Background: an optimization exercise with open tools, aiming at small area. Do not read the settings as production practice.
RTL that was checked went through simulation tests only; none was proved equivalent to the original.
No driver is modelled on the clock port, so clock power and skew are understated where the tree is cut down; a real chip needs a root buffer or a tree.
Power is estimated from default activity; no workload was simulated.

## digital_loc
module digital_loc(
    input key_a,
    input key_b,
    input key_c,
    input key_d,
    input reset,
	 input clk,
    output [6:0] postion_state,
	 output  [3:0] x,
	 output [1:0] Led2,
	 output reg [3:0] selector,
	 output reg dot,
	 output S_CLK,
	 output LR_CLK,
	 output M_CLK,
	 output reg Sin
    );
export LEC_CHECK = 0
export CAP_MARGIN = 0
export CORE_MARGIN = 2
export CORE_UTILIZATION = 40
export SLEW_MARGIN = 0
create_clock -name core_clock -period 10.0 [get_ports {clk}]
standard.sh (not shown) runs the stock make flow with config.mk's settings and CLKGATE_MAP_FILE= SYNTH_SCRIPT=/design/flow/synth_recipe.tcl, a recipe that flattens the netlist after the stock synthesis.
==> flow/flow/run.sh <==
#!/bin/bash
# Own flow: the standard synthesis, its combinational logic re-mapped with a deeper ABC script
# (registers untouched), the standard placement, a small two-level clock tree (clock_tree.tcl),
# then the standard ORFS routing and finishing. Each tool writes its own log here.
set -euo pipefail
W=$PWD
R=$W/orfs/results/$FLOW_PLATFORM/digital_loc/base
bash standard.sh synth > $W/std_synth.log 2>&1
cp $R/1_2_yosys.v $W/1_2_yosys_standard.v
if python3 $W/flow/resynth.py $W/1_2_yosys_standard.v $W/1_2_yosys_resynth.v $W > $W/resynth.log 2>&1; then
  cp $W/1_2_yosys_resynth.v $R/1_2_yosys.v
  rm -f $R/1_synth.odb $R/1_synth.sdc
else
  echo "resynthesis failed, keeping the standard netlist" >> $W/resynth.log
fi
export BUFFER_PORTS_ARGS="-buffer_cell sky130_fd_sc_hd__buf_1"
export CTS_ARGS="-sink_clustering_enable -repair_clock_nets -dont_use_dummy_load -buf_list sky130_fd_sc_hd__clkbuf_8 -root_buf sky130_fd_sc_hd__clkbuf_8 -sink_clustering_size 90 -sink_clustering_max_diameter 500"
bash standard.sh place > $W/std_place.log 2>&1
# Small clock tree; kept only if its worst register clock-pin slew is well inside the limit,
# otherwise the standard CTS step runs.
if PLATFORM_DIR=$FLOW_HOME/platforms/$FLOW_PLATFORM IN_ODB=$R/3_place.odb IN_SDC=$R/3_place.sdc \
   CLK_PORT=clk CLK_LEAVES=7 CLK_LEAF_BUF=sky130_fd_sc_hd__clkbuf_8 CLK_ROOT_BUF=sky130_fd_sc_hd__clkbuf_4 \
   OUT_ODB=$W/cts_manual.odb OUT_SDC=$W/cts_manual.sdc \
   openroad -no_init -exit $W/flow/clock_tree.tcl > $W/clock_tree.log 2>&1; then
  slew=$(grep -o 'RESULT max clock pin slew: [0-9.e-]*' $W/clock_tree.log | awk '{print $NF}')
  if python3 -c "import sys; sys.exit(0 if float('$slew') <= 0.110 else 1)"; then
    cp $W/cts_manual.odb $R/4_1_cts.odb
    cp $W/cts_manual.sdc $R/4_cts.sdc
    echo "manual clock tree kept (slew $slew)" >> $W/clock_tree.log
  else
    echo "manual clock tree slew $slew too high, standard CTS runs" >> $W/clock_tree.log
  fi
fi
bash standard.sh finish > $W/std_finish.log 2>&1
Other scripts of this flow, unchanged in this note and not shown: flow/flow/clock_tree.tcl, flow/flow/resynth.py, flow/flow/resynth.ys.in
Next try:
--- a/flow/design.v
+++ b/flow/design.v
@@ -55,30 +55,26 @@
 	keyedge eb(clk, reset, tick, key_b, kb);
 	keyedge ec(clk, reset, tick, key_c, kc);
 	keyedge ed(clk, reset, tick, key_d, kd);
 	reg [3:0] state;
 	assign x = state;
 	localparam S_CLOCK = 4'd1, S_PAUSE = 4'd10;
-	wire is_pause = state[3] && state[1];
-	wire is_clock = !state[3] && !state[2] && !state[1];
-	wire adjust = !is_pause && !is_clock;
-	wire condition = (state[2] && state[1]) || (state[3] && !state[1]);    
+	wire adjust = (state != S_CLOCK) && (state != S_PAUSE);
+	wire condition = (state == 4'd6) || (state == 4'd7) || (state == 4'd8) || (state == 4'd9);
 	always @(posedge clk or negedge reset)
 		if (!reset)
 			state <= S_CLOCK;
 		else if (tick && (ka || kb)) begin
-			if (is_clock)
-				state <= ka ? 4'd2 : S_PAUSE;
-			else if (is_pause)
-				state <= kb ? S_CLOCK : S_PAUSE;
-			else if (!ka)
-				state <= S_CLOCK;
-			else if (state[3] && state[0])
-				state <= 4'd2;
-			else
-				state <= state + 4'd1;
+			case (state)
+				S_CLOCK: state <= ka ? 4'd2 : S_PAUSE;
+				S_PAUSE: state <= kb ? S_CLOCK : S_PAUSE;
+				4'd2, 4'd3, 4'd4, 4'd5, 4'd6, 4'd7, 4'd8:
+				         state <= ka ? state + 4'd1 : S_CLOCK;
+				4'd9:    state <= ka ? 4'd2 : S_CLOCK;
+				default: state <= 4'd15;
+			endcase
 		end
 	reg [3:0] min2, min1, H2;
 	reg [2:0] H1;
 	reg [3:0] A_min2, A_H2;
 	reg [2:0] A_min1;
 	reg [1:0] A_H1;
@@ -135,13 +131,13 @@
 			min2 <= 0; min1 <= 0; H1 <= 0; H2 <= 0; sec <= 0;
 			A_min2 <= 0; A_min1 <= 0; A_H1 <= 0; A_H2 <= 0;
 			alarm <= 0; dot <= 0;
 		end else if (tick || second) begin
 			if (second) begin
 				dot <= !dot;
-				if (is_pause)
+				if (state == S_PAUSE)
 					dot <= 0;
 				else if (alarm) begin
 					alarm <= 0; sec <= 6'd1;
 					H1 <= {1'b0, O_H1}; H2 <= O_H2; min1 <= {1'b0, O_min1}; min2 <= O_min2;
 				end else begin
 					if (sec[5] && sec[4] && sec[3] && sec[1] && sec[0]) begin    
@@ -163,21 +159,22 @@
 				end
 			end
 			if (adjust) begin
 				dot <= 0;
 				min2 <= min2; min1 <= min1; H1 <= H1; H2 <= H2;
 				if (edit)
-					case (idx)
-						3'd0: min2 <= es;
-						3'd1: min1 <= es;
-						3'd2: H2 <= es;
-						3'd3: H1 <= es[2:0];
-						3'd4: A_min2 <= es;
-						3'd5: A_min1 <= es[2:0];
-						3'd6: A_H2 <= es;
-						default: A_H1 <= es[1:0];
+					case (state)
+						4'd2: min2 <= es;
+						4'd3: min1 <= es;
+						4'd4: H2 <= es;
+						4'd5: H1 <= es[2:0];
+						4'd6: A_min2 <= es;
+						4'd7: A_min1 <= es[2:0];
+						4'd8: A_H2 <= es;
+						4'd9: A_H1 <= es[1:0];
+						default: ;
 					endcase
 			end
 		end
 	always @(posedge clk or negedge reset)
 		if (!reset) begin
 			O_min2 <= 0; O_min1 <= 0; O_H2 <= 0; O_H1 <= 0;
The changed run produced a clean layout.
Worst hold slack barely changes.
Sequential power is about the same.
Sequential share of layout area came out lower by 0.46 points.
Setup slack loses 0.15 ns.
Wire length came out higher by 5.9%.
In the second run of this note the design's own scripts or RTL, not TritonCTS, make the clock network.

The RTL this note starts from:
==> flow/design.v <==
`timescale 1ns / 1ps
module keyedge(
	input clk,
	input rst,
	input en,
	input in,
	output z
	);
	reg [2:0] s;
	assign z = (s == 3'd4) || (s == 3'd6);
	always @(posedge clk or negedge rst)
		if (!rst)
			s <= 3'd0;
		else if (en) begin
			if (in)
				s <= (s == 3'd5) ? 3'd5 : (s == 3'd6) ? 3'd1 : s + 3'd1;
			else
				s <= (s == 3'd3) ? 3'd6 : 3'd0;
		end
endmodule
module digital_loc(
    input key_a,
    input key_b,
    input key_c,
    input key_d,
    input reset,
	 input clk,
    output [6:0] postion_state,
	 output  [3:0] x,
	 output [1:0] Led2,
	 output reg [3:0] selector,
	 output reg dot,
	 output S_CLK,
	 output LR_CLK,
	 output M_CLK,
	 output reg Sin
    );
	reg [5:0] r;
	reg [4:0] q;
	wire [4:0] gm = r[4:0] + {q[3:0], 1'b0} + {q[0], 4'b0};    
	wire tick = (gm[2:0] == 3'b111);
	wire [1:0] kk = gm[4:3];
	wire second = tick && (q == 5'd31) && (r == 6'd49);
	always @(posedge clk or negedge reset)
		if (!reset) begin
			r <= 6'd4;
			q <= 5'd0;
		end else if (r == 6'd49) begin
			r <= 6'd0;
			q <= q + 5'd1;
		end else
			r <= r + 6'd1;
	wire ka, kb, kc, kd;
	keyedge ea(clk, reset, tick, key_a, ka);
	keyedge eb(clk, reset, tick, key_b, kb);
	keyedge ec(clk, reset, tick, key_c, kc);
	keyedge ed(clk, reset, tick, key_d, kd);
	reg [3:0] state;
	assign x = state;
	localparam S_CLOCK = 4'd1, S_PAUSE = 4'd10;
	wire adjust = (state != S_CLOCK) && (state != S_PAUSE);
	wire condition = (state == 4'd6) || (state == 4'd7) || (state == 4'd8) || (state == 4'd9);
	always @(posedge clk or negedge reset)
		if (!reset)
			state <= S_CLOCK;
		else if (tick && (ka || kb)) begin
			case (state)
				S_CLOCK: state <= ka ? 4'd2 : S_PAUSE;
				S_PAUSE: state <= kb ? S_CLOCK : S_PAUSE;
				4'd2, 4'd3, 4'd4, 4'd5, 4'd6, 4'd7, 4'd8:
				         state <= ka ? state + 4'd1 : S_CLOCK;
				4'd9:    state <= ka ? 4'd2 : S_CLOCK;
				default: state <= 4'd15;
			endcase
		end
	reg [3:0] min2, min1, H2;
	reg [2:0] H1;
	reg [3:0] A_min2, A_H2;
	reg [2:0] A_min1;
	reg [1:0] A_H1;
	reg [5:0] sec;
	reg alarm;
	reg [14:0] old;
	assign Led2 = {alarm, alarm};
	function [3:0] step;
		input [3:0] v;
		input [3:0] top;
		input down;
		begin
			if (down)
				step = (v == 4'd0) ? top : v - 4'd1;
			else
				step = (v == top) ? 4'd0 : v + 4'd1;
		end
	endfunction
	wire edit = kc || kd;
	wire down = kd;
	wire [3:0] H1s = step({1'b0, H1}, 4'd2, down);
	wire [3:0] AH1s = step({2'b0, A_H1}, 4'd2, down);
	wire [3:0] Am1s = step({1'b0, A_min1}, 4'd5, down);
	always @(posedge clk or negedge reset)
		if (!reset) begin
			min2 <= 0; min1 <= 0; H1 <= 0; H2 <= 0; sec <= 0;
			A_min2 <= 0; A_min1 <= 0; A_H1 <= 0; A_H2 <= 0;
			alarm <= 0; dot <= 0; old <= 0;
		end else if (tick) begin
			if (second) begin
				dot <= !dot;
				if (state == S_PAUSE)
					dot <= 0;
				else if (alarm) begin
					alarm <= 0; sec <= 6'd1;
					{H1, H2, min1, min2} <= old;
				end else begin
					if (sec == 6'd59) begin
						sec <= 0;
						if (min2 == 4'd9) begin
							min2 <= 0;
							if (min1 == 4'd5) begin
								min1 <= 0;
								if (H1 == 3'd2 && H2 == 4'd3) begin
									H1 <= 0; H2 <= 0;
								end else if (H2 == 4'd9) begin
									H2 <= 0; H1 <= H1 + 3'd1;
								end else
									H2 <= H2 + 4'd1;
							end else
								min1 <= min1 + 4'd1;
						end else
							min2 <= min2 + 4'd1;
					end else
						sec <= sec + 6'd1;
					if (H1 == {1'b0, A_H1} && H2 == A_H2 && min1 == {1'b0, A_min1} &&
					    min2 == A_min2 && sec == 6'd0) begin
						alarm <= 1;
						old <= {H1, H2, min1, min2};
						min2 <= 4'd15; min1 <= 4'd15; H2 <= 4'd15; H1 <= 3'd7;
					end
				end
			end
			if (adjust) begin
				dot <= 0;
				min2 <= min2; min1 <= min1; H1 <= H1; H2 <= H2;
				if (edit)
					case (state)
						4'd2: min2 <= step(min2, 4'd9, down);
						4'd3: min1 <= step(min1, 4'd5, down);
						4'd4: H2 <= step(H2, 4'd9, down);
						4'd5: H1 <= H1s[2:0];
						4'd6: A_min2 <= step(A_min2, 4'd9, down);
						4'd7: A_min1 <= Am1s[2:0];
						4'd8: A_H2 <= step(A_H2, 4'd9, down);
						4'd9: A_H1 <= AH1s[1:0];
						default: ;
					endcase
			end
		end
	reg [3:0] v;
	always @(*) begin
		case ({condition, kk})
			3'b000: v = min2;
			3'b001: v = min1;
			3'b010: v = H2;
			3'b011: v = {1'b0, H1};
			3'b100: v = A_min2;
			3'b101: v = {1'b0, A_min1};
			3'b110: v = A_H2;
			default: v = {2'b0, A_H1};
		endcase
		case (kk)
			2'd0: selector = 4'b1110;
			2'd1: selector = 4'b1101;
			2'd2: selector = 4'b1011;
			default: selector = 4'b0111;
		endcase
	end
	reg [6:0] seg;
	always @(*) begin
		case (v)
			4'd0: seg = 7'b0000001;
			4'd1: seg = 7'b1001111;
			4'd2: seg = 7'b0010010;
			4'd3: seg = 7'b0000110;
			4'd4: seg = 7'b1001100;
			4'd5: seg = 7'b0100100;
			4'd6: seg = 7'b0100000;
			4'd7: seg = 7'b0001111;
			4'd8: seg = 7'b0000000;
			4'd9: seg = 7'b0000100;
			4'd10: seg = (kk == 2'd0) ? 7'b0001000 : (kk == 2'd1) ? 7'b1110000 : 7'b0010000;
			4'd15: seg = (kk == 2'd0) ? 7'b1101010 : (kk == 2'd1) ? 7'b0001000 : 7'b1110001;
			default: seg = 7'b1111111;
		endcase
		if (kk == 2'd3)
			case (v[2:0])
				3'd3: seg = 7'b0100100;
				3'd4, 3'd5, 3'd6: seg = 7'b1111111;
				3'd7: seg = 7'b0001000;
				default: ;
			endcase
	end
	assign postion_state = seg;
	reg [2:0] mi;
	reg mo;
	assign M_CLK = mo;
	assign S_CLK = alarm && (r >= 6'd25);
	assign LR_CLK = alarm && q[4];
	wire [15:0] data = 16'b1101101101101110;
	always @(posedge clk or negedge reset)
		if (!reset) begin
			mi <= 0; mo <= 0; Sin <= 0;
		end else if (!alarm) begin
			mi <= 0; mo <= 0; Sin <= 0;
		end else begin
			if (mi == 3'd5) begin
				mi <= 0; mo <= !mo;
			end else
				mi <= mi + 3'd1;
			if (r == 6'd24)
				Sin <= data[q[3:0]];
		end
endmodule
clock: 10.0 ns
lec_check: 0
cap_margin: 20
core_margin: 2
core_utilization: 40
slew_margin: 20
run.sh (not shown) runs the stock make flow with config.mk's settings and CLKGATE_MAP_FILE= SYNTH_SCRIPT=/design/flow/synth_recipe.tcl, a recipe that flattens the netlist after the stock synthesis.
Stock flow here: none of the scripts above is used.
Rerun with:
--- a/flow/design.v
+++ b/flow/design.v
@@ -94,11 +94,27 @@
 		end
 	endfunction
 	wire edit = kc || kd;
 	wire down = kd;
-	wire [3:0] H1s = step({1'b0, H1}, 4'd2, down);
-	wire [3:0] AH1s = step({2'b0, A_H1}, 4'd2, down);
-	wire [3:0] Am1s = step({1'b0, A_min1}, 4'd5, down);
+	reg [3:0] ev, etop;
+	always @(*) begin
+		case (state)
+			4'd2: ev = min2;
+			4'd3: ev = min1;
+			4'd4: ev = H2;
+			4'd5: ev = {1'b0, H1};
+			4'd6: ev = A_min2;
+			4'd7: ev = {1'b0, A_min1};
+			4'd8: ev = A_H2;
+			default: ev = {2'b0, A_H1};
+		endcase
+		case (state[1:0])
+			2'd3: etop = 4'd5;
+			2'd1: etop = 4'd2;
+			default: etop = 4'd9;
+		endcase
+	end
+	wire [3:0] es = step(ev, etop, down);
 	always @(posedge clk or negedge reset)
 		if (!reset) begin
 			min2 <= 0; min1 <= 0; H1 <= 0; H2 <= 0; sec <= 0;
 			A_min2 <= 0; A_min1 <= 0; A_H1 <= 0; A_H2 <= 0;
@@ -142,16 +158,16 @@
 				dot <= 0;
 				min2 <= min2; min1 <= min1; H1 <= H1; H2 <= H2;
 				if (edit)
 					case (state)
-						4'd2: min2 <= step(min2, 4'd9, down);
-						4'd3: min1 <= step(min1, 4'd5, down);
-						4'd4: H2 <= step(H2, 4'd9, down);
-						4'd5: H1 <= H1s[2:0];
-						4'd6: A_min2 <= step(A_min2, 4'd9, down);
-						4'd7: A_min1 <= Am1s[2:0];
-						4'd8: A_H2 <= step(A_H2, 4'd9, down);
-						4'd9: A_H1 <= AH1s[1:0];
+						4'd2: min2 <= es;
+						4'd3: min1 <= es;
+						4'd4: H2 <= es;
+						4'd5: H1 <= es[2:0];
+						4'd6: A_min2 <= es;
+						4'd7: A_min1 <= es[2:0];
+						4'd8: A_H2 <= es;
+						4'd9: A_H1 <= es[1:0];
 						default: ;
 					endcase
 			end
 		end
Wire length grows by 0.56%.
Critical path depth grows by 1.
Synthesized cell count falls by 8.7%.
Power falls by 2.8%.
Count of clock-buffer cells in the layout grows by 1.
Only the layout flow was run in the second run of this note; the RTL was not checked for function there.

afterwards: timing with drivers on the ports:
No port has a modelled driver above. Below, the same layouts with a new extraction and two added sets of constraints. Step 1, drivers: a clkbuf_16 drives clk and a buf_2 each remaining input, both assumed. Step 2 also shifts input and output timing later by t, the mid clock arrival at the registers, as if the neighbouring blocks saw the same clock. a / b / c = ideal / step 1 / step 2; a / b = the first two.
run | t, ns | setup slack, ns | worst register clock-pin slew, ns
the first run of note 1 | 0.388 | 2.838 / 2.805 / 3.193 | 0.08 / 0.08
the second run of note 1 | 0.482 | 2.690 / 2.660 / 3.142 | 0.09 / 0.09
the first run of note 2 | 0.383 | 2.956 / 2.914 / 3.297 | 0.07 / 0.07
the second run of note 2 | 0.389 | 3.283 / 3.244 / 3.633 | 0.07 / 0.07
After both steps every run listed still meets setup and hold.
